This design comes from an exercise in tuning for small area, a short achievable clock period and few clock cycles on the open sky130 flow, not from production work. The RTL was checked by simulation tests, not by an equivalence proof against the original design. Power is estimated from default activity; no workload was simulated.

==> flow/design.v <==
package mp_types;
  typedef enum logic [1:0] {
    PREC_INT8  = 2'b00,
    PREC_FP16  = 2'b01,
    PREC_FP32  = 2'b10
  } prec_e;
  localparam int W_INT8 = 8;
  localparam int W_FP16 = 16;  
  localparam int W_FP32 = 32;  
  localparam int W_ACC_INT8 = 32;  
endpackage
module mul11_csa (
  input  logic [10:0] a,
  input  logic [10:0] b,
  output logic [21:0] s,
  output logic [21:0] c
);
  logic pp_0_0;
  logic pp_0_1;
  logic pp_0_2;
  logic pp_0_3;
  logic pp_0_4;
  logic pp_0_5;
  logic pp_0_6;
  logic pp_0_7;
  logic pp_0_8;
  logic pp_0_9;
  logic pp_0_10;
  logic pp_1_0;
  logic pp_1_1;
  logic pp_1_2;
  logic pp_1_3;
  logic pp_1_4;
  logic pp_1_5;
  logic pp_1_6;
  logic pp_1_7;
  logic pp_1_8;
  logic pp_1_9;
  logic pp_1_10;
  logic pp_2_0;
  logic pp_2_1;
  logic pp_2_2;
  logic pp_2_3;
  logic pp_2_4;
  logic pp_2_5;
  logic pp_2_6;
  logic pp_2_7;
  logic pp_2_8;
  logic pp_2_9;
  logic pp_2_10;
  logic pp_3_0;
  logic pp_3_1;
  logic pp_3_2;
  logic pp_3_3;
  logic pp_3_4;
  logic pp_3_5;
  logic pp_3_6;
  logic pp_3_7;
  logic pp_3_8;
  logic pp_3_9;
  logic pp_3_10;
  logic pp_4_0;
  logic pp_4_1;
  logic pp_4_2;
  logic pp_4_3;
  logic pp_4_4;
  logic pp_4_5;
  logic pp_4_6;
  logic pp_4_7;
  logic pp_4_8;
  logic pp_4_9;
  logic pp_4_10;
  logic pp_5_0;
  logic pp_5_1;
  logic pp_5_2;
  logic pp_5_3;
  logic pp_5_4;
  logic pp_5_5;
  logic pp_5_6;
  logic pp_5_7;
  logic pp_5_8;
  logic pp_5_9;
  logic pp_5_10;
  logic pp_6_0;
  logic pp_6_1;
  logic pp_6_2;
  logic pp_6_3;
  logic pp_6_4;
  logic pp_6_5;
  logic pp_6_6;
  logic pp_6_7;
  logic pp_6_8;
  logic pp_6_9;
  logic pp_6_10;
  logic pp_7_0;
  logic pp_7_1;
  logic pp_7_2;
  logic pp_7_3;
  logic pp_7_4;
  logic pp_7_5;
  logic pp_7_6;
  logic pp_7_7;
  logic pp_7_8;
  logic pp_7_9;
  logic pp_7_10;
  logic pp_8_0;
  logic pp_8_1;
  logic pp_8_2;
  logic pp_8_3;
  logic pp_8_4;
  logic pp_8_5;
  logic pp_8_6;
  logic pp_8_7;
  logic pp_8_8;
  logic pp_8_9;
  logic pp_8_10;
  logic pp_9_0;
  logic pp_9_1;
  logic pp_9_2;
  logic pp_9_3;
  logic pp_9_4;
  logic pp_9_5;
  logic pp_9_6;
  logic pp_9_7;
  logic pp_9_8;
  logic pp_9_9;
  logic pp_9_10;
  logic pp_10_0;
  logic pp_10_1;
  logic pp_10_2;
  logic pp_10_3;
  logic pp_10_4;
  logic pp_10_5;
  logic pp_10_6;
  logic pp_10_7;
  logic pp_10_8;
  logic pp_10_9;
  logic pp_10_10;
  logic hs0;
  logic hc0;
  logic fs1;
  logic fc1;
  logic hs2;
  logic hc2;
  logic fs3;
  logic fc3;
  logic hs4;
  logic hc4;
  logic fs5;
  logic fc5;
  logic hs6;
  logic hc6;
  logic fs7;
  logic fc7;
  logic hs8;
  logic hc8;
  logic fs9;
  logic fc9;
  logic fs10;
  logic fc10;
  logic hs11;
  logic hc11;
  logic fs12;
  logic fc12;
  logic fs13;
  logic fc13;
  logic fs14;
  logic fc14;
  logic fs15;
  logic fc15;
  logic fs16;
  logic fc16;
  logic fs17;
  logic fc17;
  logic fs18;
  logic fc18;
  logic fs19;
  logic fc19;
  logic fs20;
  logic fc20;
  logic fs21;
  logic fc21;
  logic fs22;
  logic fc22;
  logic fs23;
  logic fc23;
  logic fs24;
  logic fc24;
  logic fs25;
  logic fc25;
  logic fs26;
  logic fc26;
  logic fs27;
  logic fc27;
  logic fs28;
  logic fc28;
  logic fs29;
  logic fc29;
  logic hs30;
  logic hc30;
  logic fs31;
  logic fc31;
  logic hs32;
  logic hc32;
  logic fs33;
  logic fc33;
  logic fs34;
  logic fc34;
  logic fs35;
  logic fc35;
  logic fs36;
  logic fc36;
  logic fs37;
  logic fc37;
  logic fs38;
  logic fc38;
  logic fs39;
  logic fc39;
  logic fs40;
  logic fc40;
  logic fs41;
  logic fc41;
  logic fs42;
  logic fc42;
  logic fs43;
  logic fc43;
  logic fs44;
  logic fc44;
  logic fs45;
  logic fc45;
  logic fs46;
  logic fc46;
  logic fs47;
  logic fc47;
  logic fs48;
  logic fc48;
  logic fs49;
  logic fc49;
  logic fs50;
  logic fc50;
  logic fs51;
  logic fc51;
  logic fs52;
  logic fc52;
  logic fs53;
  logic fc53;
  logic fs54;
  logic fc54;
  logic fs55;
  logic fc55;
  logic hs56;
  logic hc56;
  logic fs57;
  logic fc57;
  logic fs58;
  logic fc58;
  logic fs59;
  logic fc59;
  logic fs60;
  logic fc60;
  logic fs61;
  logic fc61;
  logic fs62;
  logic fc62;
  logic fs63;
  logic fc63;
  logic fs64;
  logic fc64;
  logic fs65;
  logic fc65;
  logic fs66;
  logic fc66;
  logic fs67;
  logic fc67;
  logic fs68;
  logic fc68;
  logic fs69;
  logic fc69;
  logic fs70;
  logic fc70;
  logic fs71;
  logic fc71;
  logic hs72;
  logic hc72;
  logic fs73;
  logic fc73;
  logic fs74;
  logic fc74;
  logic fs75;
  logic fc75;
  logic fs76;
  logic fc76;
  logic fs77;
  logic fc77;
  logic fs78;
  logic fc78;
  logic fs79;
  logic fc79;
  logic fs80;
  logic fc80;
  logic fs81;
  logic fc81;
  logic fs82;
  logic fc82;
  logic fs83;
  logic fc83;
  logic fs84;
  logic fc84;
  logic fs85;
  logic fc85;
  logic fs86;
  logic fc86;
  logic fs87;
  logic fc87;
  logic fs88;
  logic fc88;
  logic fs89;
  logic fc89;
  assign pp_0_0 = a[0] & b[0];
  assign pp_0_1 = a[0] & b[1];
  assign pp_0_2 = a[0] & b[2];
  assign pp_0_3 = a[0] & b[3];
  assign pp_0_4 = a[0] & b[4];
  assign pp_0_5 = a[0] & b[5];
  assign pp_0_6 = a[0] & b[6];
  assign pp_0_7 = a[0] & b[7];
  assign pp_0_8 = a[0] & b[8];
  assign pp_0_9 = a[0] & b[9];
  assign pp_0_10 = a[0] & b[10];
  assign pp_1_0 = a[1] & b[0];
  assign pp_1_1 = a[1] & b[1];
  assign pp_1_2 = a[1] & b[2];
  assign pp_1_3 = a[1] & b[3];
  assign pp_1_4 = a[1] & b[4];
  assign pp_1_5 = a[1] & b[5];
  assign pp_1_6 = a[1] & b[6];
  assign pp_1_7 = a[1] & b[7];
  assign pp_1_8 = a[1] & b[8];
  assign pp_1_9 = a[1] & b[9];
  assign pp_1_10 = a[1] & b[10];
  assign pp_2_0 = a[2] & b[0];
  assign pp_2_1 = a[2] & b[1];
  assign pp_2_2 = a[2] & b[2];
  assign pp_2_3 = a[2] & b[3];
  assign pp_2_4 = a[2] & b[4];
  assign pp_2_5 = a[2] & b[5];
  assign pp_2_6 = a[2] & b[6];
  assign pp_2_7 = a[2] & b[7];
  assign pp_2_8 = a[2] & b[8];
  assign pp_2_9 = a[2] & b[9];
  assign pp_2_10 = a[2] & b[10];
  assign pp_3_0 = a[3] & b[0];
  assign pp_3_1 = a[3] & b[1];
  assign pp_3_2 = a[3] & b[2];
  assign pp_3_3 = a[3] & b[3];
  assign pp_3_4 = a[3] & b[4];
  assign pp_3_5 = a[3] & b[5];
  assign pp_3_6 = a[3] & b[6];
  assign pp_3_7 = a[3] & b[7];
  assign pp_3_8 = a[3] & b[8];
  assign pp_3_9 = a[3] & b[9];
  assign pp_3_10 = a[3] & b[10];
  assign pp_4_0 = a[4] & b[0];
  assign pp_4_1 = a[4] & b[1];
  assign pp_4_2 = a[4] & b[2];
  assign pp_4_3 = a[4] & b[3];
  assign pp_4_4 = a[4] & b[4];
  assign pp_4_5 = a[4] & b[5];
  assign pp_4_6 = a[4] & b[6];
  assign pp_4_7 = a[4] & b[7];
  assign pp_4_8 = a[4] & b[8];
  assign pp_4_9 = a[4] & b[9];
  assign pp_4_10 = a[4] & b[10];
  assign pp_5_0 = a[5] & b[0];
  assign pp_5_1 = a[5] & b[1];
  assign pp_5_2 = a[5] & b[2];
  assign pp_5_3 = a[5] & b[3];
  assign pp_5_4 = a[5] & b[4];
  assign pp_5_5 = a[5] & b[5];
  assign pp_5_6 = a[5] & b[6];
  assign pp_5_7 = a[5] & b[7];
  assign pp_5_8 = a[5] & b[8];
  assign pp_5_9 = a[5] & b[9];
  assign pp_5_10 = a[5] & b[10];
  assign pp_6_0 = a[6] & b[0];
  assign pp_6_1 = a[6] & b[1];
  assign pp_6_2 = a[6] & b[2];
  assign pp_6_3 = a[6] & b[3];
  assign pp_6_4 = a[6] & b[4];
  assign pp_6_5 = a[6] & b[5];
  assign pp_6_6 = a[6] & b[6];
  assign pp_6_7 = a[6] & b[7];
  assign pp_6_8 = a[6] & b[8];
  assign pp_6_9 = a[6] & b[9];
  assign pp_6_10 = a[6] & b[10];
  assign pp_7_0 = a[7] & b[0];
  assign pp_7_1 = a[7] & b[1];
  assign pp_7_2 = a[7] & b[2];
  assign pp_7_3 = a[7] & b[3];
  assign pp_7_4 = a[7] & b[4];
  assign pp_7_5 = a[7] & b[5];
  assign pp_7_6 = a[7] & b[6];
  assign pp_7_7 = a[7] & b[7];
  assign pp_7_8 = a[7] & b[8];
  assign pp_7_9 = a[7] & b[9];
  assign pp_7_10 = a[7] & b[10];
  assign pp_8_0 = a[8] & b[0];
  assign pp_8_1 = a[8] & b[1];
  assign pp_8_2 = a[8] & b[2];
  assign pp_8_3 = a[8] & b[3];
  assign pp_8_4 = a[8] & b[4];
  assign pp_8_5 = a[8] & b[5];
  assign pp_8_6 = a[8] & b[6];
  assign pp_8_7 = a[8] & b[7];
  assign pp_8_8 = a[8] & b[8];
  assign pp_8_9 = a[8] & b[9];
  assign pp_8_10 = a[8] & b[10];
  assign pp_9_0 = a[9] & b[0];
  assign pp_9_1 = a[9] & b[1];
  assign pp_9_2 = a[9] & b[2];
  assign pp_9_3 = a[9] & b[3];
  assign pp_9_4 = a[9] & b[4];
  assign pp_9_5 = a[9] & b[5];
  assign pp_9_6 = a[9] & b[6];
  assign pp_9_7 = a[9] & b[7];
  assign pp_9_8 = a[9] & b[8];
  assign pp_9_9 = a[9] & b[9];
  assign pp_9_10 = a[9] & b[10];
  assign pp_10_0 = a[10] & b[0];
  assign pp_10_1 = a[10] & b[1];
  assign pp_10_2 = a[10] & b[2];
  assign pp_10_3 = a[10] & b[3];
  assign pp_10_4 = a[10] & b[4];
  assign pp_10_5 = a[10] & b[5];
  assign pp_10_6 = a[10] & b[6];
  assign pp_10_7 = a[10] & b[7];
  assign pp_10_8 = a[10] & b[8];
  assign pp_10_9 = a[10] & b[9];
  assign pp_10_10 = a[10] & b[10];
  assign hs0 = pp_0_9 ^ pp_1_8;
  assign hc0 = pp_0_9 & pp_1_8;
  assign fs1 = pp_0_10 ^ pp_1_9 ^ pp_2_8;
  assign fc1 = (pp_0_10 & pp_1_9) | (pp_0_10 & pp_2_8) | (pp_1_9 & pp_2_8);
  assign hs2 = pp_3_7 ^ pp_4_6;
  assign hc2 = pp_3_7 & pp_4_6;
  assign fs3 = pp_1_10 ^ pp_2_9 ^ pp_3_8;
  assign fc3 = (pp_1_10 & pp_2_9) | (pp_1_10 & pp_3_8) | (pp_2_9 & pp_3_8);
  assign hs4 = pp_4_7 ^ pp_5_6;
  assign hc4 = pp_4_7 & pp_5_6;
  assign fs5 = pp_2_10 ^ pp_3_9 ^ pp_4_8;
  assign fc5 = (pp_2_10 & pp_3_9) | (pp_2_10 & pp_4_8) | (pp_3_9 & pp_4_8);
  assign hs6 = pp_0_6 ^ pp_1_5;
  assign hc6 = pp_0_6 & pp_1_5;
  assign fs7 = pp_0_7 ^ pp_1_6 ^ pp_2_5;
  assign fc7 = (pp_0_7 & pp_1_6) | (pp_0_7 & pp_2_5) | (pp_1_6 & pp_2_5);
  assign hs8 = pp_3_4 ^ pp_4_3;
  assign hc8 = pp_3_4 & pp_4_3;
  assign fs9 = pp_0_8 ^ pp_1_7 ^ pp_2_6;
  assign fc9 = (pp_0_8 & pp_1_7) | (pp_0_8 & pp_2_6) | (pp_1_7 & pp_2_6);
  assign fs10 = pp_3_5 ^ pp_4_4 ^ pp_5_3;
  assign fc10 = (pp_3_5 & pp_4_4) | (pp_3_5 & pp_5_3) | (pp_4_4 & pp_5_3);
  assign hs11 = pp_6_2 ^ pp_7_1;
  assign hc11 = pp_6_2 & pp_7_1;
  assign fs12 = pp_2_7 ^ pp_3_6 ^ pp_4_5;
  assign fc12 = (pp_2_7 & pp_3_6) | (pp_2_7 & pp_4_5) | (pp_3_6 & pp_4_5);
  assign fs13 = pp_5_4 ^ pp_6_3 ^ pp_7_2;
  assign fc13 = (pp_5_4 & pp_6_3) | (pp_5_4 & pp_7_2) | (pp_6_3 & pp_7_2);
  assign fs14 = pp_8_1 ^ pp_9_0 ^ hs0;
  assign fc14 = (pp_8_1 & pp_9_0) | (pp_8_1 & hs0) | (pp_9_0 & hs0);
  assign fs15 = pp_5_5 ^ pp_6_4 ^ pp_7_3;
  assign fc15 = (pp_5_5 & pp_6_4) | (pp_5_5 & pp_7_3) | (pp_6_4 & pp_7_3);
  assign fs16 = pp_8_2 ^ pp_9_1 ^ pp_10_0;
  assign fc16 = (pp_8_2 & pp_9_1) | (pp_8_2 & pp_10_0) | (pp_9_1 & pp_10_0);
  assign fs17 = hc0 ^ fs1 ^ hs2;
  assign fc17 = (hc0 & fs1) | (hc0 & hs2) | (fs1 & hs2);
  assign fs18 = pp_6_5 ^ pp_7_4 ^ pp_8_3;
  assign fc18 = (pp_6_5 & pp_7_4) | (pp_6_5 & pp_8_3) | (pp_7_4 & pp_8_3);
  assign fs19 = pp_9_2 ^ pp_10_1 ^ fc1;
  assign fc19 = (pp_9_2 & pp_10_1) | (pp_9_2 & fc1) | (pp_10_1 & fc1);
  assign fs20 = hc2 ^ fs3 ^ hs4;
  assign fc20 = (hc2 & fs3) | (hc2 & hs4) | (fs3 & hs4);
  assign fs21 = pp_5_7 ^ pp_6_6 ^ pp_7_5;
  assign fc21 = (pp_5_7 & pp_6_6) | (pp_5_7 & pp_7_5) | (pp_6_6 & pp_7_5);
  assign fs22 = pp_8_4 ^ pp_9_3 ^ pp_10_2;
  assign fc22 = (pp_8_4 & pp_9_3) | (pp_8_4 & pp_10_2) | (pp_9_3 & pp_10_2);
  assign fs23 = fc3 ^ hc4 ^ fs5;
  assign fc23 = (fc3 & hc4) | (fc3 & fs5) | (hc4 & fs5);
  assign fs24 = pp_3_10 ^ pp_4_9 ^ pp_5_8;
  assign fc24 = (pp_3_10 & pp_4_9) | (pp_3_10 & pp_5_8) | (pp_4_9 & pp_5_8);
  assign fs25 = pp_6_7 ^ pp_7_6 ^ pp_8_5;
  assign fc25 = (pp_6_7 & pp_7_6) | (pp_6_7 & pp_8_5) | (pp_7_6 & pp_8_5);
  assign fs26 = pp_9_4 ^ pp_10_3 ^ fc5;
  assign fc26 = (pp_9_4 & pp_10_3) | (pp_9_4 & fc5) | (pp_10_3 & fc5);
  assign fs27 = pp_4_10 ^ pp_5_9 ^ pp_6_8;
  assign fc27 = (pp_4_10 & pp_5_9) | (pp_4_10 & pp_6_8) | (pp_5_9 & pp_6_8);
  assign fs28 = pp_7_7 ^ pp_8_6 ^ pp_9_5;
  assign fc28 = (pp_7_7 & pp_8_6) | (pp_7_7 & pp_9_5) | (pp_8_6 & pp_9_5);
  assign fs29 = pp_5_10 ^ pp_6_9 ^ pp_7_8;
  assign fc29 = (pp_5_10 & pp_6_9) | (pp_5_10 & pp_7_8) | (pp_6_9 & pp_7_8);
  assign hs30 = pp_0_4 ^ pp_1_3;
  assign hc30 = pp_0_4 & pp_1_3;
  assign fs31 = pp_0_5 ^ pp_1_4 ^ pp_2_3;
  assign fc31 = (pp_0_5 & pp_1_4) | (pp_0_5 & pp_2_3) | (pp_1_4 & pp_2_3);
  assign hs32 = pp_3_2 ^ pp_4_1;
  assign hc32 = pp_3_2 & pp_4_1;
  assign fs33 = pp_2_4 ^ pp_3_3 ^ pp_4_2;
  assign fc33 = (pp_2_4 & pp_3_3) | (pp_2_4 & pp_4_2) | (pp_3_3 & pp_4_2);
  assign fs34 = pp_5_1 ^ pp_6_0 ^ hs6;
  assign fc34 = (pp_5_1 & pp_6_0) | (pp_5_1 & hs6) | (pp_6_0 & hs6);
  assign fs35 = pp_5_2 ^ pp_6_1 ^ pp_7_0;
  assign fc35 = (pp_5_2 & pp_6_1) | (pp_5_2 & pp_7_0) | (pp_6_1 & pp_7_0);
  assign fs36 = hc6 ^ fs7 ^ hs8;
  assign fc36 = (hc6 & fs7) | (hc6 & hs8) | (fs7 & hs8);
  assign fs37 = pp_8_0 ^ fc7 ^ hc8;
  assign fc37 = (pp_8_0 & fc7) | (pp_8_0 & hc8) | (fc7 & hc8);
  assign fs38 = fs9 ^ fs10 ^ hs11;
  assign fc38 = (fs9 & fs10) | (fs9 & hs11) | (fs10 & hs11);
  assign fs39 = fc9 ^ fc10 ^ hc11;
  assign fc39 = (fc9 & fc10) | (fc9 & hc11) | (fc10 & hc11);
  assign fs40 = fs12 ^ fs13 ^ fs14;
  assign fc40 = (fs12 & fs13) | (fs12 & fs14) | (fs13 & fs14);
  assign fs41 = fc12 ^ fc13 ^ fs15;
  assign fc41 = (fc12 & fc13) | (fc12 & fs15) | (fc13 & fs15);
  assign fs42 = fs16 ^ fc14 ^ fs17;
  assign fc42 = (fs16 & fc14) | (fs16 & fs17) | (fc14 & fs17);
  assign fs43 = fc15 ^ fc16 ^ fs18;
  assign fc43 = (fc15 & fc16) | (fc15 & fs18) | (fc16 & fs18);
  assign fs44 = fc17 ^ fs19 ^ fs20;
  assign fc44 = (fc17 & fs19) | (fc17 & fs20) | (fs19 & fs20);
  assign fs45 = fc18 ^ fs21 ^ fs22;
  assign fc45 = (fc18 & fs21) | (fc18 & fs22) | (fs21 & fs22);
  assign fs46 = fc19 ^ fc20 ^ fs23;
  assign fc46 = (fc19 & fc20) | (fc19 & fs23) | (fc20 & fs23);
  assign fs47 = fc21 ^ fc22 ^ fs24;
  assign fc47 = (fc21 & fc22) | (fc21 & fs24) | (fc22 & fs24);
  assign fs48 = fs25 ^ fc23 ^ fs26;
  assign fc48 = (fs25 & fc23) | (fs25 & fs26) | (fc23 & fs26);
  assign fs49 = pp_10_4 ^ fc24 ^ fc25;
  assign fc49 = (pp_10_4 & fc24) | (pp_10_4 & fc25) | (fc24 & fc25);
  assign fs50 = fs27 ^ fs28 ^ fc26;
  assign fc50 = (fs27 & fs28) | (fs27 & fc26) | (fs28 & fc26);
  assign fs51 = pp_8_7 ^ pp_9_6 ^ pp_10_5;
  assign fc51 = (pp_8_7 & pp_9_6) | (pp_8_7 & pp_10_5) | (pp_9_6 & pp_10_5);
  assign fs52 = fc27 ^ fc28 ^ fs29;
  assign fc52 = (fc27 & fc28) | (fc27 & fs29) | (fc28 & fs29);
  assign fs53 = pp_6_10 ^ pp_7_9 ^ pp_8_8;
  assign fc53 = (pp_6_10 & pp_7_9) | (pp_6_10 & pp_8_8) | (pp_7_9 & pp_8_8);
  assign fs54 = pp_9_7 ^ pp_10_6 ^ fc29;
  assign fc54 = (pp_9_7 & pp_10_6) | (pp_9_7 & fc29) | (pp_10_6 & fc29);
  assign fs55 = pp_7_10 ^ pp_8_9 ^ pp_9_8;
  assign fc55 = (pp_7_10 & pp_8_9) | (pp_7_10 & pp_9_8) | (pp_8_9 & pp_9_8);
  assign hs56 = pp_0_3 ^ pp_1_2;
  assign hc56 = pp_0_3 & pp_1_2;
  assign fs57 = pp_2_2 ^ pp_3_1 ^ pp_4_0;
  assign fc57 = (pp_2_2 & pp_3_1) | (pp_2_2 & pp_4_0) | (pp_3_1 & pp_4_0);
  assign fs58 = pp_5_0 ^ hc30 ^ fs31;
  assign fc58 = (pp_5_0 & hc30) | (pp_5_0 & fs31) | (hc30 & fs31);
  assign fs59 = fc31 ^ hc32 ^ fs33;
  assign fc59 = (fc31 & hc32) | (fc31 & fs33) | (hc32 & fs33);
  assign fs60 = fc33 ^ fs35 ^ fc34;
  assign fc60 = (fc33 & fs35) | (fc33 & fc34) | (fs35 & fc34);
  assign fs61 = fc35 ^ fc36 ^ fs37;
  assign fc61 = (fc35 & fc36) | (fc35 & fs37) | (fc36 & fs37);
  assign fs62 = fc37 ^ fc38 ^ fs39;
  assign fc62 = (fc37 & fc38) | (fc37 & fs39) | (fc38 & fs39);
  assign fs63 = fc39 ^ fs41 ^ fc40;
  assign fc63 = (fc39 & fs41) | (fc39 & fc40) | (fs41 & fc40);
  assign fs64 = fc41 ^ fs43 ^ fc42;
  assign fc64 = (fc41 & fs43) | (fc41 & fc42) | (fs43 & fc42);
  assign fs65 = fc43 ^ fs45 ^ fc44;
  assign fc65 = (fc43 & fs45) | (fc43 & fc44) | (fs45 & fc44);
  assign fs66 = fc45 ^ fs47 ^ fc46;
  assign fc66 = (fc45 & fs47) | (fc45 & fc46) | (fs47 & fc46);
  assign fs67 = fc47 ^ fs49 ^ fc48;
  assign fc67 = (fc47 & fs49) | (fc47 & fc48) | (fs49 & fc48);
  assign fs68 = fs51 ^ fc49 ^ fs52;
  assign fc68 = (fs51 & fc49) | (fs51 & fs52) | (fc49 & fs52);
  assign fs69 = fc51 ^ fs53 ^ fc52;
  assign fc69 = (fc51 & fs53) | (fc51 & fc52) | (fs53 & fc52);
  assign fs70 = pp_10_7 ^ fc53 ^ fs55;
  assign fc70 = (pp_10_7 & fc53) | (pp_10_7 & fs55) | (fc53 & fs55);
  assign fs71 = pp_8_10 ^ pp_9_9 ^ pp_10_8;
  assign fc71 = (pp_8_10 & pp_9_9) | (pp_8_10 & pp_10_8) | (pp_9_9 & pp_10_8);
  assign hs72 = pp_0_2 ^ pp_1_1;
  assign hc72 = pp_0_2 & pp_1_1;
  assign fs73 = pp_2_1 ^ pp_3_0 ^ hs56;
  assign fc73 = (pp_2_1 & pp_3_0) | (pp_2_1 & hs56) | (pp_3_0 & hs56);
  assign fs74 = hc56 ^ fs57 ^ hs30;
  assign fc74 = (hc56 & fs57) | (hc56 & hs30) | (fs57 & hs30);
  assign fs75 = fc57 ^ hs32 ^ fs58;
  assign fc75 = (fc57 & hs32) | (fc57 & fs58) | (hs32 & fs58);
  assign fs76 = fc58 ^ fs59 ^ fs34;
  assign fc76 = (fc58 & fs59) | (fc58 & fs34) | (fs59 & fs34);
  assign fs77 = fc59 ^ fs36 ^ fs60;
  assign fc77 = (fc59 & fs36) | (fc59 & fs60) | (fs36 & fs60);
  assign fs78 = fs38 ^ fc60 ^ fs61;
  assign fc78 = (fs38 & fc60) | (fs38 & fs61) | (fc60 & fs61);
  assign fs79 = fc61 ^ fs62 ^ fs40;
  assign fc79 = (fc61 & fs62) | (fc61 & fs40) | (fs62 & fs40);
  assign fs80 = fc62 ^ fs42 ^ fs63;
  assign fc80 = (fc62 & fs42) | (fc62 & fs63) | (fs42 & fs63);
  assign fs81 = fs44 ^ fc63 ^ fs64;
  assign fc81 = (fs44 & fc63) | (fs44 & fs64) | (fc63 & fs64);
  assign fs82 = fs46 ^ fc64 ^ fs65;
  assign fc82 = (fs46 & fc64) | (fs46 & fs65) | (fc64 & fs65);
  assign fs83 = fs48 ^ fc65 ^ fs66;
  assign fc83 = (fs48 & fc65) | (fs48 & fs66) | (fc65 & fs66);
  assign fs84 = fs50 ^ fc66 ^ fs67;
  assign fc84 = (fs50 & fc66) | (fs50 & fs67) | (fc66 & fs67);
  assign fs85 = fs68 ^ fc50 ^ fc67;
  assign fc85 = (fs68 & fc50) | (fs68 & fc67) | (fc50 & fc67);
  assign fs86 = fs54 ^ fc68 ^ fs69;
  assign fc86 = (fs54 & fc68) | (fs54 & fs69) | (fc68 & fs69);
  assign fs87 = fs70 ^ fc54 ^ fc69;
  assign fc87 = (fs70 & fc54) | (fs70 & fc69) | (fc54 & fc69);
  assign fs88 = fs71 ^ fc55 ^ fc70;
  assign fc88 = (fs71 & fc55) | (fs71 & fc70) | (fc55 & fc70);
  assign fs89 = pp_9_10 ^ pp_10_9 ^ fc71;
  assign fc89 = (pp_9_10 & pp_10_9) | (pp_9_10 & fc71) | (pp_10_9 & fc71);
  assign s[0] = pp_0_0;
  assign c[0] = 1'b0;
  assign s[1] = pp_0_1;
  assign c[1] = pp_1_0;
  assign s[2] = hs72;
  assign c[2] = pp_2_0;
  assign s[3] = hc72;
  assign c[3] = fs73;
  assign s[4] = fc73;
  assign c[4] = fs74;
  assign s[5] = fc74;
  assign c[5] = fs75;
  assign s[6] = fc75;
  assign c[6] = fs76;
  assign s[7] = fc76;
  assign c[7] = fs77;
  assign s[8] = fc77;
  assign c[8] = fs78;
  assign s[9] = fc78;
  assign c[9] = fs79;
  assign s[10] = fc79;
  assign c[10] = fs80;
  assign s[11] = fc80;
  assign c[11] = fs81;
  assign s[12] = fc81;
  assign c[12] = fs82;
  assign s[13] = fc82;
  assign c[13] = fs83;
  assign s[14] = fc83;
  assign c[14] = fs84;
  assign s[15] = fc84;
  assign c[15] = fs85;
  assign s[16] = fc85;
  assign c[16] = fs86;
  assign s[17] = fc86;
  assign c[17] = fs87;
  assign s[18] = fc87;
  assign c[18] = fs88;
  assign s[19] = fc88;
  assign c[19] = fs89;
  assign s[20] = fc89;
  assign c[20] = pp_10_10;
  assign s[21] = 1'b0;
  assign c[21] = 1'b0;
endmodule
module pfx_add #(parameter int W = 8) (
  input  logic [W-1:0] a,
  input  logic [W-1:0] b,
  input  logic         cin,
  output logic [W-1:0] s,
  output logic         cout
);
  localparam int L = $clog2(W);
  logic [(L+1)*W-1:0] g, p;
  logic [W-1:0] p0;
  assign p0 = a ^ b;
  assign g[W-1:0] = (a & b) | {{(W-1){1'b0}}, p0[0] & cin};
  assign p[W-1:0] = p0;
  genvar l, i;
  generate
    for (l = 0; l < L; l++) begin : lv
      for (i = 0; i < W; i++) begin : bt
        if ((i >> l) & 1) begin : cmb
          assign g[(l+1)*W+i] = g[l*W+i] | (p[l*W+i] & g[l*W+((i>>l)<<l)-1]);
          assign p[(l+1)*W+i] = p[l*W+i] & p[l*W+((i>>l)<<l)-1];
        end else begin : pass
          assign g[(l+1)*W+i] = g[l*W+i];
          assign p[(l+1)*W+i] = p[l*W+i];
        end
      end
    end
  endgenerate
  assign s    = p0 ^ {g[L*W +: W-1], cin};
  assign cout = g[L*W+W-1];
endmodule
module pfx_inc #(parameter int W = 8) (
  input  logic [W-1:0] x,
  output logic [W:0]   s
);
  logic [W:0] c;    
  assign c[0] = 1'b1;
  genvar i;
  generate
    for (i = 1; i <= W; i++) begin : cy
      assign c[i] = &x[i-1:0];
    end
  endgenerate
  assign s = {1'b0, x} ^ c;
endmodule
module fp16_mul_a (
  input  logic [15:0] a,
  input  logic [15:0] b,
  output logic [23:0] r
);
  logic        a_max, b_max, a_zero, b_zero, a_nan, b_nan, nan, inf, zero;
  logic [21:0] ts, tc, p;
  logic [5:0]  e0;
  mul11_csa u_tree (.a({1'b1, a[9:0]}), .b({1'b1, b[9:0]}), .s(ts), .c(tc));
  pfx_add #(.W(22)) u_cpa (.a(ts), .b(tc), .cin(1'b0), .s(p), .cout());
  always_comb begin
    a_max  = &a[14:10];
    b_max  = &b[14:10];
    a_zero = ~|a[14:10];
    b_zero = ~|b[14:10];
    a_nan  = a_max & (|a[9:0]);
    b_nan  = b_max & (|b[9:0]);
    nan    = a_nan | b_nan | (a_max & b_zero) | (a_zero & b_max);
    inf    = ~nan & (a_max | b_max);
    zero   = ~nan & ~inf & (a_zero | b_zero);
    e0     = {1'b0, a[14:10]} + {1'b0, b[14:10]};
    r      = {nan, inf, zero, a[15] ^ b[15], e0, |p[8:0], p[21:9]};
  end
endmodule
module fp16_mul_b (
  input  logic [23:0] r,
  output logic [15:0] y
);
  logic        nan, inf, zero, s, st_lo;
  logic [5:0]  e0;
  logic [21:9] p;
  logic        hi, st_hi, inc_lo, inc_hi, ovf;
  logic [10:0] mant;
  logic [11:0] mant_p1, mant_r;
  logic [6:0]  em15, em14, em13, ef;
  assign {nan, inf, zero, s, e0, st_lo, p} = r;
  assign mant = p[21] ? p[21:11] : p[20:10];
  pfx_inc #(.W(11)) u_inc (.x(mant), .s(mant_p1));
  always_comb begin
    hi     = p[21];
    st_hi  = st_lo | p[9];
    inc_lo = p[9]  & (st_lo | p[10]);
    inc_hi = p[10] & (st_hi | p[11]);
    mant_r = (hi ? inc_hi : inc_lo) ? mant_p1 : {1'b0, mant};
    ovf = mant_r[11];
    em15 = {1'b0, e0} - 7'd15;
    em14 = {1'b0, e0} - 7'd14;
    em13 = {1'b0, e0} - 7'd13;
    case ({hi, ovf})
      2'b00:   ef = em15;
      2'b11:   ef = em13;
      default: ef = em14;
    endcase
    if (nan)
      y = 16'h7e00;
    else if (inf)
      y = {s, 5'h1f, 10'h0};
    else if (zero || (hi ? e0 < 6'd15 : e0 < 6'd16))
      y = {s, 15'h0};
    else if (!ef[6] && ef >= 7'd31)
      y = {s, 5'h1f, 10'h0};
    else
      y = {s, ef[4:0], mant_r[9:0]};
  end
endmodule
module fp16_mul (
  input  logic [15:0] a,
  input  logic [15:0] b,
  output logic [15:0] y
);
  logic [23:0] r;
  fp16_mul_a u_a (.a(a), .b(b), .r(r));
  fp16_mul_b u_b (.r(r), .y(y));
endmodule
module fp16_add_align (
  input  logic [15:0] a,
  input  logic [15:0] b,
  output logic [23:0] r
);
  logic        ge, swap, sx, sy, sub;
  logic [4:0]  ex, ey, d, d_ab, d_ba;
  logic        a_zero, b_zero;
  logic        a_nan, b_nan, a_inf, b_inf, nan, inf, zs;
  logic [13:0] ma, mb, mx, my, my_sh, lost;
  logic        sticky;
  logic [14:0] sum;
  pfx_add #(.W(15)) u_cmp (.a(a[14:0]), .b(~b[14:0]), .cin(1'b1), .s(), .cout(ge));
  pfx_add #(.W(15)) u_add (.a({1'b0, mx}), .b({1'b0, my_sh} ^ {15{sub}}), .cin(sub), .s(sum), .cout());
  always_comb begin
    a_zero = ~|a[14:10];
    b_zero = ~|b[14:10];
    a_nan  = (&a[14:10]) & (|a[9:0]);
    b_nan  = (&b[14:10]) & (|b[9:0]);
    a_inf  = (&a[14:10]) & ~(|a[9:0]);
    b_inf  = (&b[14:10]) & ~(|b[9:0]);
    nan    = a_nan | b_nan | (a_inf & b_inf & (a[15] ^ b[15]));
    inf    = a_inf | b_inf;
    zs     = a_zero & b_zero & a[15] & b[15];
    ma   = a_zero ? 14'h0 : {1'b1, a[9:0], 3'b000};
    mb   = b_zero ? 14'h0 : {1'b1, b[9:0], 3'b000};
    d_ab = a[14:10] - b[14:10];
    d_ba = b[14:10] - a[14:10];
    swap = ~ge;
    sub  = a[15] ^ b[15];
    if (swap) begin
      sx = b[15]; ex = b[14:10]; mx = mb; my = ma; d = d_ba;
    end else begin
      sx = a[15]; ex = a[14:10]; mx = ma; my = mb; d = d_ab;
    end
    lost = my & ~(14'h3fff << d);
    if (d >= 5'd14) begin
      my_sh  = 14'h0;
      sticky = |my;
    end else begin
      my_sh  = my >> d;
      sticky = |lost;
    end
    my_sh[0] = my_sh[0] | sticky;
    r = {nan, inf, zs, sx, ex, sum};
  end
endmodule
module fp16_add_norm (
  input  logic [23:0] r,
  output logic [15:0] y
);
  logic        nan, inf, zs, sx;
  logic [4:0]  ex;
  logic [14:0] sum;
  logic [13:0] n;
  logic [3:0]  lz;
  logic [10:0] mant;
  logic        g, st, inc, uf;
  logic [11:0] mant_p1, mant_r;
  logic [5:0]  e;
  pfx_inc #(.W(11)) u_inc (.x(mant), .s(mant_p1));
  always_comb begin
    {nan, inf, zs, sx, ex, sum} = r;
    lz = 4'd0;
    for (int q = 0; q <= 13; q++)
      if (sum[q]) lz = 4'(13 - q);
    if (sum[14]) begin
      n  = {sum[14:2], sum[1] | sum[0]};
      e  = {1'b0, ex} + 6'd1;
      uf = 1'b0;
    end else begin
      n  = sum[13:0] << lz;
      e  = {1'b0, ex} - {2'b00, lz};
      uf = {1'b0, lz} >= ex;
    end
    mant   = n[13:3];
    g      = n[2];
    st     = n[1] | n[0];
    inc    = g & (st | mant[0]);
    mant_r = inc ? mant_p1 : {1'b0, mant};
    e      = e + {5'b0, mant_r[11]};
    if (nan)
      y = 16'h7e00;
    else if (inf)
      y = {sx, 5'h1f, 10'h0};
    else if (sum == 15'h0)
      y = {zs, 15'h0};
    else if (uf)
      y = {sx, 15'h0};
    else if (e >= 6'd31)
      y = {sx, 5'h1f, 10'h0};
    else
      y = {sx, e[4:0], mant_r[9:0]};
  end
endmodule
module gemm_controller (
  input  logic        clk,
  input  logic        rstn,
  input  logic        start,
  input  logic [15:0] M, K, Ncols,
  output logic        done,
  output logic [13:0] addr_A,
  input  logic [31:0] data_A,
  output logic [13:0] addr_B,
  input  logic [31:0] data_B,
  output logic [13:0] addr_C,
  output logic [31:0] data_C,
  output logic        we_C
);
  logic [14:0] n_q;
  logic [13:0] k_q;
  logic        busy, pre, ph, gnew;
  logic [1:0]  bub;                 
  logic [13:0] kl;                  
  logic [13:0] alt_A, alt_B;        
  logic [13:0] col, rb0;            
  logic        rstep;               
  logic [14:0] rows_left;           
  logic        more;                
  logic        b_c1v, b_r1v, b_re, b_fin;    
  logic        col_end1, col_end2, c1v, lastcol, r1v, lastrow;
  logic        k_is1, kl_is2, go, issue, s0, s1, s0_new, stop, load0, load1, klast;
  logic [13:0] col_p1, rb1;
  logic        f0_k0, f0_kl;
  logic [5:1]  k0_p;                
  logic        adr_ph, d_ph;        
  logic [5:0]  la;                  
  logic [3:0]  slot0, slot1;        
  logic        wp, rp;              
  logic        q1, q2, q3;          
  logic        w_c1v, w_r1v, w_re, w_fin;
  logic [13:0] wbase;               
  logic [3:0]  w_rd;                
  logic [13:0] wsum, wnext;
  logic        rst_q;               
  logic [15:0] a0_r, a1_r, b_r, b1_r;
  logic [23:0] pm0, pm0_c, pm1, pm1_c, mid0, mid0_c, mid1, mid1_c;
  logic [15:0] prod0, prod0_c, prod1, prod1_c, prod1d, acc0, acc1, y0, y1, acc0_in, acc1_in, dc;
  assign col_p1   = col + 14'd1;
  assign col_end1 = {1'b0, col_p1} == n_q;             
  assign col_end2 = ({1'b0, col_p1} + 15'd1) == n_q;   
  assign c1v      = !col_end1;
  assign lastcol  = col_end1 || col_end2;
  assign r1v      = rows_left != 15'd1;
  assign lastrow  = (rows_left == 15'd1) || (rows_left == 15'd2);
  assign rb1      = rb0 + k_q;
  assign k_is1    = (k_q == 14'd1);
  assign kl_is2   = (kl == 14'd2);
  assign go     = !busy && start;
  assign issue  = busy && !pre && (bub == 2'd0);
  assign s0     = issue && !ph;
  assign s1     = issue && ph;
  assign s0_new = s0 && gnew;
  assign stop   = s0_new && !more;
  assign load0  = s0_new && more;
  assign load1  = s1 && f0_k0;
  assign klast  = gnew ? k_is1 : kl_is2;      
  always_ff @(posedge clk) begin
    if (!rstn) busy <= 1'b0;
    else if (go) busy <= 1'b1;
    else if (stop) busy <= 1'b0;
  end
  always_ff @(posedge clk) begin
    n_q <= Ncols[14:0];
    k_q <= K[13:0];
    pre <= go;
    if (!busy) begin
      rows_left <= M[14:0];
      ph <= 1'b0; gnew <= 1'b1; more <= 1'b1; bub <= 2'd0;
      col <= '0; rb0 <= '0; rstep <= 1'b0;
    end else begin
      rstep <= 1'b0;
      if (rstep) rb0 <= rb1;
      if (bub != 2'd0) bub <= bub - 2'd1;
      if (issue) ph <= ~ph;
      if (s0) begin
        f0_k0 <= gnew;
        f0_kl <= klast;
        kl    <= gnew ? k_q : kl - 14'd1;
      end
      if (load0) begin
        gnew <= 1'b0;
        b_c1v <= c1v; b_r1v <= r1v; b_re <= lastcol; b_fin <= lastcol && lastrow;
      end else if (s1 && f0_kl) begin
        gnew <= 1'b1;
        if (k_is1) bub <= 2'd2;
      end
      if (load1) begin
        if (lastcol) begin
          col <= '0;
          rb0 <= rb1; rstep <= 1'b1;
          rows_left <= rows_left - 15'd2;
          if (lastrow) more <= 1'b0;
        end else
          col <= col + 14'd2;
      end
    end
    if (load0) begin
      addr_A <= rb0; addr_B <= col;
    end else if (load1) begin
      addr_A <= rb1; addr_B <= col_p1;
    end else begin
      addr_A <= alt_A + 14'd1; addr_B <= alt_B + n_q[13:0];
    end
    alt_A <= addr_A;
    alt_B <= addr_B;
  end
  always_ff @(posedge clk) begin
    adr_ph <= issue && ph;
    d_ph   <= adr_ph;
    k0_p <= {k0_p[4:1], f0_k0};
  end
  always_ff @(posedge clk) begin
    if (!rstn) begin
      la <= '0; wp <= 1'b0; rp <= 1'b0;
      q1 <= 1'b0; q2 <= 1'b0; q3 <= 1'b0;
      we_C <= 1'b0; done <= 1'b0;
    end else begin
      la <= {la[4:0], s0 && !stop && klast};
      if (s0 && !stop && klast) wp <= ~wp;
      if (la[5]) rp <= ~rp;
      q1 <= la[5]; q2 <= q1; q3 <= q2;
      we_C <= la[5] | (q1 & w_c1v) | (q2 & w_r1v) | (q3 & w_r1v & w_c1v);
      done <= (la[5] & w_rd[0] & ~w_rd[3] & ~w_rd[2]) |
              (q1 & w_fin & w_c1v & ~w_r1v) |
              (q2 & w_fin & w_r1v & ~w_c1v) |
              (q3 & w_fin & w_r1v & w_c1v);
    end
  end
  assign w_rd = rp ? slot1 : slot0;
  always_ff @(posedge clk) begin
    if (s0 && !stop && klast) begin
      if (wp) slot1 <= gnew ? {c1v, r1v, lastcol, lastcol && lastrow} : {b_c1v, b_r1v, b_re, b_fin};
      else    slot0 <= gnew ? {c1v, r1v, lastcol, lastcol && lastrow} : {b_c1v, b_r1v, b_re, b_fin};
    end
  end
  assign wsum  = wbase + ((q2 || q3) ? n_q[13:0] : 14'd0) + {13'd0, q1 || q3};
  assign wnext = wbase + (w_re ? {n_q[13:1], 1'b0} : 14'd0) + 14'd2;
  always_ff @(posedge clk) begin
    if (la[5]) begin
      {w_c1v, w_r1v, w_re, w_fin} <= w_rd;
    end
    rst_q <= !rstn;
    if (rst_q || (q3 && w_fin))
      wbase <= '0;
    else if (q3)
      wbase <= wnext;
    addr_C <= wsum;
  end
  always_ff @(posedge clk) begin
    if (!d_ph) a0_r <= data_A[15:0];
    else       a1_r <= data_A[15:0];
    b_r  <= data_B[15:0];
    b1_r <= b_r;
  end
  fp16_mul_a u_m0a (.a(a0_r), .b(b_r),  .r(pm0_c));
  fp16_mul_b u_m0b (.r(pm0), .y(prod0_c));
  fp16_mul_a u_m1a (.a(a1_r), .b(b1_r), .r(pm1_c));
  fp16_mul_b u_m1b (.r(pm1), .y(prod1_c));
  assign acc0_in = {y0[15] & ~k0_p[3], y0[14:10] & {5{~k0_p[3]}}, y0[9:0]};
  assign acc1_in = {y1[15] & ~k0_p[5], y1[14:10] & {5{~k0_p[5]}}, y1[9:0]};
  fp16_add_align u_al0 (.a(acc0), .b(prod0),  .r(mid0_c));
  fp16_add_norm  u_nr0 (.r(mid0), .y(y0));
  fp16_add_align u_al1 (.a(acc1), .b(prod1d), .r(mid1_c));
  fp16_add_norm  u_nr1 (.r(mid1), .y(y1));
  always_ff @(posedge clk) begin
    pm0    <= pm0_c;
    pm1    <= pm1_c;
    prod0  <= prod0_c;
    prod1  <= prod1_c;
    prod1d <= prod1;
    mid0   <= mid0_c;
    mid1   <= mid1_c;
    acc0   <= acc0_in;
    acc1   <= acc1_in;
    dc     <= (q2 || q3) ? y1 : y0;
  end
  assign data_C = {16'h0000, dc};
endmodule
==> flow/flow/run.sh <==
#!/bin/bash
# The standard layout, with the port buffers made of sky130_fd_sc_hd__buf_2
# (ORFS's buffer_ports otherwise picks clkdlybuf4s50_1, a slow delay cell).
set -euo pipefail
export BUFFER_PORTS_ARGS="-buffer_cell sky130_fd_sc_hd__buf_2"
bash standard.sh > standard.log 2>&1
==> flow/standard.sh <==
#!/bin/bash
# synth_recipe.tcl (not shown) runs the flow's synth.tcl, then flattens the netlist and writes it again
# the make line also repeats each setting of config.mk as NAME=value (left out here)
make -C /OpenROAD-flow-scripts/flow DESIGN_CONFIG=/design/flow/config.mk WORK_HOME=/design/flow/orfs CLKGATE_MAP_FILE= SYNTH_SCRIPT=/design/flow/synth_recipe.tcl "${@:-finish}"
==> flow/config.mk <==
export PLATFORM = sky130hd
export DESIGN_NAME = gemm_controller
export DESIGN_NICKNAME = gemm_controller
export VERILOG_FILES = /design/flow/design.v
export SDC_FILE = /design/flow/constraint.sdc
export NUM_CORES = 4
export LEC_CHECK = 0
export CAP_MARGIN = 20
export CORE_MARGIN = 2
export CORE_UTILIZATION = 40
export PLACE_DENSITY = 0.6
export SLEW_MARGIN = 20
==> flow/constraint.sdc <==
create_clock -name core_clock -period 30.0 [get_ports {clk}]
set_input_delay 6.0000 -clock core_clock [delete_from_list [all_inputs] [get_ports {clk}]]
set_output_delay 6.0000 -clock core_clock [all_outputs]
set_load 0.01 [all_outputs]
==> metrics.md, run 1 <==
| Metric | Value |
|---|---|
| Crit. End Element | `primary output` |
| Clock power share | `0.175` |
| Post-Synthesis Cells | `approximately 3600` |
| CTS root buf | `clkbuf_16` |
| Initial antenna violation count | `2` |
| Hold buffers post-CTS | `0` |
| Global-route wire length before repair | `roughly 130000 µm` |
| Die X-Extent | `approximately 290 µm` |
| Placer Congestion | `around 0.88` |
| WP data required | `roughly 24 ns` |
| Fin. Hold Viols | `0` |
| Area of the multi-input gates | `slightly above 20000 µm²` |
| Mapped Area | `32530 µm²` |
| Post-Synth Adder-Cell Area | `0.2082` |
| Crit path max-delay family | `flip-flops` |
| Post-synthesis mux area share | `0.05070` |
| Buffer count from post-CTS setup fixing | `0` |
| CP Class | `reg2out` |
| Ys flop type | `dfxtp_1` |
| Worst slew pin tran | `just over 1 ns` |
| Post-synth EDFFs | `79` |
| Largest net degree at the start of global routing | `65` |
| Worst Setup Start Kind | `flop` |
| # fillers | `7850` |
| Post-synth ARST share | `0` |
| Reg-to-Reg End | `mid1[14]` |
| Routed WL per cell | `around 16 µm` |
| Initial Util | `0.4038` |
| Row cnt | `roughly 100` |
| R2R Path Start | `prod1d[12]` |
| Post-synth top cells | `dfxtp_1 (392), nand2_1 (367), inv_1 (317), nor2_1 (260), ha_1 (246)` |
| Cell Chain, Critical Path | `buf_2` |
| Vias per cell | `between 5 and 6` |
| Max Fclk | `between 100 and 150 MHz` |
| CP Data Arrival Time | `between 1 and 1.5 ns` |
| Cts repair resizes | `0` |
| Skew final | `~0.030 ns` |
| Final setup vio count | `0` |
| Core area | `just over 80000 µm²` |
| Layout Nets | `4241` |
| Non-filler cells, final | `4803` |
| Post-synthesis sequential area ratio | `0.3142` |
| DIE HEIGHT | `just under 300 µm` |
| Dpl hpwl | `~60000 µm` |
| Seq. cell area | `approximately 10000 µm²` |
| R2R depth | `25` |
| Full die area | `around 84000 µm²` |
| Layout cells sized above 1 | `0.09244` |
| Type of the tightest min-delay check | `reg2reg` |
| Slew Limit Fails | `0` |
| Max clock buf depth | `3` |
| I/O pin total | `191` |
| RSZ-0062 raised after global routing | `false` |
| Internal power | `around 2.2 mW` |
| Max incr delay on CP | `approximately 0.39 ns` |
| Drt pass-1 iters | `5` |
| CTS Sinks | `around 470` |
| Peak VDD IR | `around 52 µV` |
| Flop pwr share | `0.249` |
| Distinct cells, synth | `95` |
| Combinational share of power | `0.576` |
| Leading area contributor after synthesis | `dfxtp_1` |
| Slew HR | `0.3200` |
| Most frequent cell after synthesis | `dfxtp_1` |
| Cell Pwr Density | `~110 nW/µm²` |
| Largest family of logic cells by synthesized area | `adder cells` |
| Status | `complete, no violations` |
| Worst path slowest cell | `dfxtp_1` |
| Synth warnings | `5` |
| Synth Register Bits | `roughly 470` |
| Final WL | `78850 µm` |
| Synth top area share | `0.2413` |
| Worst hold start | `k0_p[4]` |
| Vias in the first global route | `between 20000 and 25000` |
| Clock Pin Slew Worst Setup and Hold Paths | `around 0.060 ns` |
| Sw power | `roughly 1.8 mW` |
| Antenna Violating Nets Remaining | `0` |
| Overflow after GRT | `0` |
| Mean Syn Cell Area | `roughly 9.0 µm²` |
| Leak | `15.97 nW` |
| Min Tclk post-route | `a little over 7 ns` |
| CP max FO | `2` |
| Post-Synth XOR/XNOR Area | `0.06536` |
| Overall Global Routing Usage | `0.1878` |
| Inst Count DP | `approximately 4700` |
| Inserted Diodes | `0` |
| Fin Setup TNS | `0 ns` |
| Post-Synth Simple-Gate Area | `0.1795` |
| DRT iter0 DRCs | `1751` |
| Detailed-route DRC error count | `0` |
| Reg-to-reg setup timing slack | `23.58 ns` |
| Via count | `about 25000` |
| CTS HTree Levels | `2` |
| MaxCap Viol Count | `0` |
| Clock network latency to the later pin of the worst-skew pair | `0.63 ns` |
| Hold EP | `k0_p[5]` |
| Final Cycle Share | `0.2394` |
| CTS buffer count | `55` |
| Port bufs | `roughly 140` |
| CTS tree | `built` |
| WP buf/inv | `1` |
| Switching share of power | `0.4523` |
| Compound-cell area share of the yosys netlist | `0.1241` |
| Area delta synth->final | `10.91%` |
| Ranking of synthesized cells by area | `dfxtp_1 (24%), fa_1 (11%), ha_1 (9.5%)` |
| WHS Path Cells | `0` |
-- cells in the final DEF, fill, tap and decap left out, types with 35 or more instances in the layout --
cell and count:
mux2_2 36, and3_1 35, o21ai_0 124, nor4_1 46
a21o_1 42, fa_1 184, nand2_1 366, dfxtp_1 391
nor2_1 260, o21ai_1 39, and2_1 174, inv_1 317
nor3_1 81, buf_2 138, clkbuf_16 58, a21oi_1 184
mux2i_1 91, xnor2_1 154, ha_1 246, nand3_1 104
edfxtp_1 79, xor2_1 84
-- kinds of logic (layout without fill, tap and decap cells) --
| kind of cell | after synthesis | in the layout |
|---|---|---|
| other | 1 | 16 |
| buffers and inverters | 482 | 589 |
| muxes | 143 | 143 |
| xor gates and xnor gates | 241 | 241 |
| and+or+nand+nor | 1210 | 1210 |
| DFF | 471 | 471 |
| AOI/OAI and AO/OA | 642 | 642 |
| adders and majority gates | 431 | 431 |
-- sequential cells by signal, summed over array words and instances (netlist names), 15 cells and up --
register   flops
acc1          16
prod0         16
a0_r          16
prod1         16
n_q           15
pm1           24
prod1d        16
rows_left     15
mid1          24
acc0          16
a1_r          16
mid0          24
b1_r          16
b_r           16
pm0           24
dc            16
-- layer usage --
metal	track usage	up-vias	routed length, µm	share of wire
li1	-	12488	-	-
met1	0.2703	11736	38450	0.49
met2	0.2958	512	34950	0.44
met3	0.02630	115	3654	0.046
met4	0.04832	0	1797	0.023
met5	0	-	0	0
-- per-stage QoR --
step / power [mW] / worst slack, ns / utilization / hold slack [ns] / cell area (µm²)
3_5_place_dp: 3.308 / 23.32 / 0.4236 / 0.3121 / 34120
6_report: 4.037 / 22.82 / 0.4479 / 0.3192 / 36080
4_1_cts: 4.044 / 22.78 / 0.4478 / 0.3222 / 36070
2_1_floorplan: 2.745 / 23.50 / - / 0.3096 / 32580
3_3_place_gp: 3.293 / 23.32 / 0.4236 / 0.3105 / 34120
5_1_grt: 4.396 / 22.77 / 0.4479 / 0.3286 / 36080
-- power groups by stage --
stage	clock network [mW]	registers (mW)	logic [mW]
4_1_cts	0.726	1.00	2.32
6_report	0.707	1.01	2.32
5_1_grt	0.752	1.03	2.61
3_3_place_gp	0	1.01	2.28
3_5_place_dp	0	1.01	2.29
2_1_floorplan	0	0.941	1.80
-- worst max-delay path by stage --
stage                         endpoint  depth (start not counted)        from
final                        addr_A[7]                          1   addr_A[7]
after global routing        addr_A[13]                          1  addr_A[13]
after CTS                   addr_A[13]                          1  addr_A[13]
after detailed placement          done                          4        rstn
after global placement            done                          4        rstn
after floorplan           rows_left[1]                          1        M[1]
-- area by class of cell --
type / count / share of cell area
clock buffer: 66 / 0.04245
clock inverter: 38 / 0.01176
inverter: 328 / 0.03413
multi-input combinational: 2683 / 0.5685
sequential: 471 / 0.2833
tap: 1060 / 0.03676
timing repair buffer: 157 / 0.02310
Testbench counts, summed over its fixed seeds: cycles 38,461.
==> run 2: changes to the inputs <==
--- a/flow/design.v
+++ b/flow/design.v
@@ -893,3 +893,6 @@
   logic [13:0] k_q;
-  logic        busy, pre, ph, gnew;
+  logic        busy, ph, gnew;
+  logic        adv1;                
+  logic        k_in1;               
+  logic [3:0]  info_in;             
   logic [1:0]  bub;                 
@@ -931,3 +934,5 @@
   assign go     = !busy && start;
-  assign issue  = busy && !pre && (bub == 2'd0);
+  assign issue  = busy && (bub == 2'd0);
+  assign k_in1  = (K == 16'd1);
+  assign info_in = {Ncols != 16'd1, M != 16'd1, Ncols <= 16'd2, (Ncols <= 16'd2) && (M <= 16'd2)};
   assign s0     = issue && !ph;
@@ -947,3 +952,3 @@
     k_q <= K[13:0];
-    pre <= go;
+    adv1 <= go;
     if (!busy) begin
@@ -952,2 +957,9 @@
       col <= '0; rb0 <= '0; rstep <= 1'b0;
+      if (go) begin
+        gnew  <= k_in1;
+        if (k_in1) bub <= 2'd2;
+        f0_k0 <= 1'b1;
+        f0_kl <= k_in1;
+        kl    <= K[13:0];
+      end
     end else begin
@@ -964,3 +976,2 @@
         gnew <= 1'b0;
-        b_c1v <= c1v; b_r1v <= r1v; b_re <= lastcol; b_fin <= lastcol && lastrow;
       end else if (s1 && f0_kl) begin
@@ -969,3 +980,6 @@
       end
-      if (load1) begin
+      if (load0 || adv1) begin
+        b_c1v <= c1v; b_r1v <= r1v; b_re <= lastcol; b_fin <= lastcol && lastrow;
+      end
+      if (load1 || adv1) begin
         if (lastcol) begin
@@ -979,3 +993,7 @@
     end
-    if (load0) begin
+    if (!rstn || (!busy && !go)) begin
+      addr_A <= '0; addr_B <= '0;
+    end else if (go) begin
+      addr_A <= K[13:0]; addr_B <= 14'd1;
+    end else if (load0) begin
       addr_A <= rb0; addr_B <= col;
@@ -990,5 +1008,5 @@
   always_ff @(posedge clk) begin
-    adr_ph <= issue && ph;
-    d_ph   <= adr_ph;
-    k0_p <= {k0_p[4:1], f0_k0};
+    adr_ph <= (issue && ph) || go;
+    d_ph   <= adr_ph && !go;
+    k0_p <= {k0_p[4:1], f0_k0 || go};
   end
@@ -1000,4 +1018,4 @@
     end else begin
-      la <= {la[4:0], s0 && !stop && klast};
-      if (s0 && !stop && klast) wp <= ~wp;
+      la <= {la[4:1], la[0] || (go && k_in1), s0 && !stop && klast};
+      if ((s0 && !stop && klast) || (go && k_in1)) wp <= ~wp;
       if (la[5]) rp <= ~rp;
@@ -1013,5 +1031,8 @@
   always_ff @(posedge clk) begin
-    if (s0 && !stop && klast) begin
-      if (wp) slot1 <= gnew ? {c1v, r1v, lastcol, lastcol && lastrow} : {b_c1v, b_r1v, b_re, b_fin};
-      else    slot0 <= gnew ? {c1v, r1v, lastcol, lastcol && lastrow} : {b_c1v, b_r1v, b_re, b_fin};
+    if (go && k_in1) begin
+      if (wp) slot1 <= info_in;
+      else    slot0 <= info_in;
+    end else if (s0 && !stop && klast) begin
+      if (wp) slot1 <= (gnew || adv1) ? {c1v, r1v, lastcol, lastcol && lastrow} : {b_c1v, b_r1v, b_re, b_fin};
+      else    slot0 <= (gnew || adv1) ? {c1v, r1v, lastcol, lastcol && lastrow} : {b_c1v, b_r1v, b_re, b_fin};
     end
==> metrics.md, run 2 <==
| Metric | Value |
|---|---|
| Synth warnings | `5 (unchanged)` |
| CTS HTree Levels | `2 (unchanged)` |
| Row cnt | `105 (+0.96%)` |
| Cell Chain, Critical Path | `buf_2 > nor4_1 > nand2_1 > nor3_1 > nand2_1 > nor2_1 > nand2_1 > a211oi_1 > a21o_1` |
| Cts repair resizes | `0 (unchanged)` |
| Port bufs | `142 (+2.9%)` |
| Synth Register Bits | `471 (unchanged)` |
| CP max FO | `8 (+6)` |
| Vias per cell | `5.271 (+1.9%)` |
| CTS Sinks | `471 (unchanged)` |
| Buffer count from post-CTS setup fixing | `0 (unchanged)` |
| Post-synth EDFFs | `80 (+1.3%)` |
| WP buf/inv | `1 (unchanged)` |
| Initial Util | `0.4047 (+0.0008708)` |
| Final Cycle Share | `0.2460 (+0.006653)` |
| Status | `complete, no violations` |
| Final setup vio count | `0 (unchanged)` |
| Ranking of synthesized cells by area | `dfxtp_1 (24%), fa_1 (11%), ha_1 (9.2%)` |
| Via count | `26019 (+4.7%)` |
| Post-synth top cells | `dfxtp_1 (391), nand2_1 (385), inv_1 (318), nor2_1 (291), ha_1 (246)` |
| Post-synthesis sequential area ratio | `0.3074 (-0.006834)` |
| Fin Setup TNS | `0 ns (unchanged)` |
| Fin. Hold Viols | `0 (unchanged)` |
| Detailed-route DRC error count | `0 (unchanged)` |
| Slew Limit Fails | `0 (unchanged)` |
| Die X-Extent | `292.5 µm (+1.1%)` |
| Dpl hpwl | `63940 µm (+7.4%)` |
| Non-filler cells, final | `4936 (+2.8%)` |
| Max Fclk | `135.5 MHz (-2.7%)` |
| Leak | `16.33 nW (+2.3%)` |
| WP data required | `30.50 ns (+6.50 ns)` |
| Routed WL per cell | `17.10 µm (+4.2%)` |
| Full die area | `85530 µm² (+2.3%)` |
| Ys flop type | `dfxtp_1` |
| DRT iter0 DRCs | `1561 (-11%)` |
| Slew HR | `0.3276 (+0.007662)` |
| Antenna Violating Nets Remaining | `0 (unchanged)` |
| Worst slew pin tran | `1.009 ns (-0.007739 ns)` |
| CTS buffer count | `56 (+1.8%)` |
| CTS tree | `built` |
| Crit. End Element | `flop` |
| Core area | `82240 µm² (+2.1%)` |
| Overall Global Routing Usage | `0.1968 (+0.009045)` |
| CP most frequent cell | `nand2_1` |
| Type of the tightest min-delay check | `reg2reg` |
| Crit path max-delay family | `simple AND/OR/NAND/NOR gates` |
| Cell Pwr Density | `110.6 nW/µm² (-1.1%)` |
| CP Class | `in2reg` |
| CTS root buf | `clkbuf_16` |
| Power Total | `4.067 mW (+0.73%)` |
| Post-Synthesis Cells | `3750 (+3.6%)` |
| RSZ-0062 raised after global routing | `false` |
| DIE HEIGHT | `292.5 µm (+1.1%)` |
| Global-route wire length before repair | `137100 µm (+7.4%)` |
| Min Tclk post-route | `7.381 ns (+0.1996 ns)` |
| Largest net degree at the start of global routing | `69 (+6.2%)` |
| Vias in the first global route | `25486 (+6.3%)` |
| CP Data Arrival Time | `7.88 ns (+6.70 ns)` |
| Commonest non-fill, non-tap cell in the layout | `dfxtp_1` |
| Clock network latency to the later pin of the worst-skew pair | `0.64 ns (about the same)` |
| Distinct cells, synth | `91 (-4.2%)` |
| MaxCap Viol Count | `0 (unchanged)` |
| Synth top area share | `0.2352 (-0.006080)` |
| Max clock buf depth | `3 (unchanged)` |
| Drt pass-1 iters | `6 (+1)` |
| Most frequent cells in the layout | `dfxtp_1 (390), nand2_1 (385), inv_1 (318)` |
| Mean Syn Cell Area | `8.875 µm² (-1.2%)` |
| Worst Setup Start Kind | `primary input` |
| Final hold slack | `0.3128 ns (-0.006332 ns)` |
| Skew final | `0.02182 ns (-0.008184 ns)` |
| Placed Area | `34850 µm² (+2.2%)` |
| Layout cells sized above 1 | `0.09056 (-0.001883)` |
| Final instance area | `36760 µm² (+1.9%)` |
| Initial antenna violation count | `4 (+2)` |
| Placer Congestion | `0.8820 (+0.27%)` |
| Final WL | `84420 µm (+7.1%)` |
| Hold buffers post-CTS | `0 (unchanged)` |
| Leading area contributor after synthesis | `dfxtp_1` |
| Layout Nets | `4364 (+2.9%)` |
| Area delta synth->final | `10.44%` |
| I/O pin total | `191 (unchanged)` |
| Worst path slowest cell | `nor4_1` |
| Overflow after GRT | `0 (unchanged)` |
| Peak VDD IR | `60.22 µV (+17%)` |
| Inst Count DP | `4831 (+2.8%)` |
| Most frequent cell after synthesis | `dfxtp_1` |
| Post-synth ARST share | `0 (unchanged)` |
| Clock Pin Slew Worst Setup and Hold Paths | `0.06 ns (about the same)` |
| Max incr delay on CP | `0.44 ns (+0.05 ns)` |
| Mapped Area | `33280 µm² (+2.3%)` |
-- run 2: cell types whose count changed after synthesis, moves of 9 or more --
cell      previous run  this run
mux2i_1             91       102
o21ai_0            124       179
nor2_1             260       291
nand2_1            367       385
o22ai_1             19        10
mux2_2              36        49
o21ai_1             39         4
a211oi_1            16        31
a21oi_1            184       200
-- run 2: path summary, 6_finish.rpt --
path / slack [ns] / start / endpoint / cells after the start
min: 0.31 / k0_p[4] / k0_p[5] / 0
max: 22.62 / K[4] / slot1[0] / 9
max reg2reg: 22.97 / prod1d[10] / mid1[14] / 28
min reg2reg: 0.31 / k0_p[4] / k0_p[5] / 0
-- run 2: cell type report --
cell class / instances / area, µm²
fillers: 8050 / 45480
multi-input cells: 2804 / 21220
flip-flops and latches: 471 / 10230
clock buffers: 72 / 1543
well taps: 1070 / 1339
inverters: 326 / 1224
repair buffers: 160 / 845.8
clock inverters: 32 / 351.6
diodes: 1 / 2.502
-- run 2: worst register-to-register path: cells and delay by family (launching register included) --
kind	cells	cell delay, ns
compound gates	12	2.47
fa+ha+maj	2	0.96
simple gates	10	1.87
mux	1	0.71
buf+inv	2	0.43
xor+xnor	1	0.07
flops	1	0.38
-- run 2: per-layer routing --
metal  global-route usage  vias to the layer above  part of all wire
met3              0.03528                      107             0.054
met4              0.04615                        2             0.020
li1                     -                    12969                 -
met2               0.3217                      527              0.46
met1               0.2701                    12414              0.47
met5                    0                        -           0.00013
-- run 2: per-stage QoR --
stage / worst slack (ns) / utilization
final: 22.62 / 0.4469
after global routing: 22.45 / 0.4469
after global placement: 21.95 / 0.4238
after detailed placement: 21.98 / 0.4238
after CTS: 22.65 / 0.4468
after floorplan: 22.65 / -
-- run 2: where the power goes --
| group | total (mW) | switching [mW] | internal [mW] | leakage [nW] |
|---|---|---|---|---|
| logic | 2.39 | 1.41 | 0.982 | 11.4 |
| registers | 0.981 | 0.180 | 0.801 | 4.01 |
| clock network | 0.698 | 0.288 | 0.410 | 0.937 |
-- run 2: logic make-up (layout without fill, tap and decap cells) --
logic type | Yosys count | count (layout) | share of synthesized area
adder cells (fa/ha/maj) | 430 | 430 | 0.2032
other | 1 | 17 | 0.0001127
AND/OR/NAND/NOR | 1262 | 1262 | 0.1826
multiplexers | 159 | 159 | 0.05267
XOR/XNOR | 240 | 240 | 0.06338
AO/OA/AOI/OAI | 697 | 697 | 0.1331
buffers and inverters | 490 | 590 | 0.05767
flip-flops | 471 | 471 | 0.3074
Testbench counts of run 2, summed over its fixed seeds: cycles 38,173.

[re-timing with driven ports]
No port has a modelled driver above. Below, the same layouts with a new extraction and two added sets of constraints. Step 1, drivers: a clkbuf_16 drives clk and a buf_2 each remaining input, both assumed. Step 2, shift: input delay + t, output delay - t, t = (earliest + latest rising clock arrival at the registers) / 2. This alone moves slack from input paths to output paths. a / b / c = ideal / step 1 / step 2; a / b = the first two.
| run | t (ns) | setup WS [ns] | worst register clock-pin slew, ns | pins driven straight from the clock port |
|---|---|---|---|---|
| run 1 | 0.674 | 22.819 / 22.754 / 23.271 | 0.08 / 0.08 | 1 |
| run 2 | 0.689 | 22.619 / 22.652 / 21.964 | 0.07 / 0.07 | 1 |
After both steps every run listed still meets setup and hold. The setup slack of run 2, which loses most, moves by +0.033 ns with the drivers and by -0.655 ns with both steps.
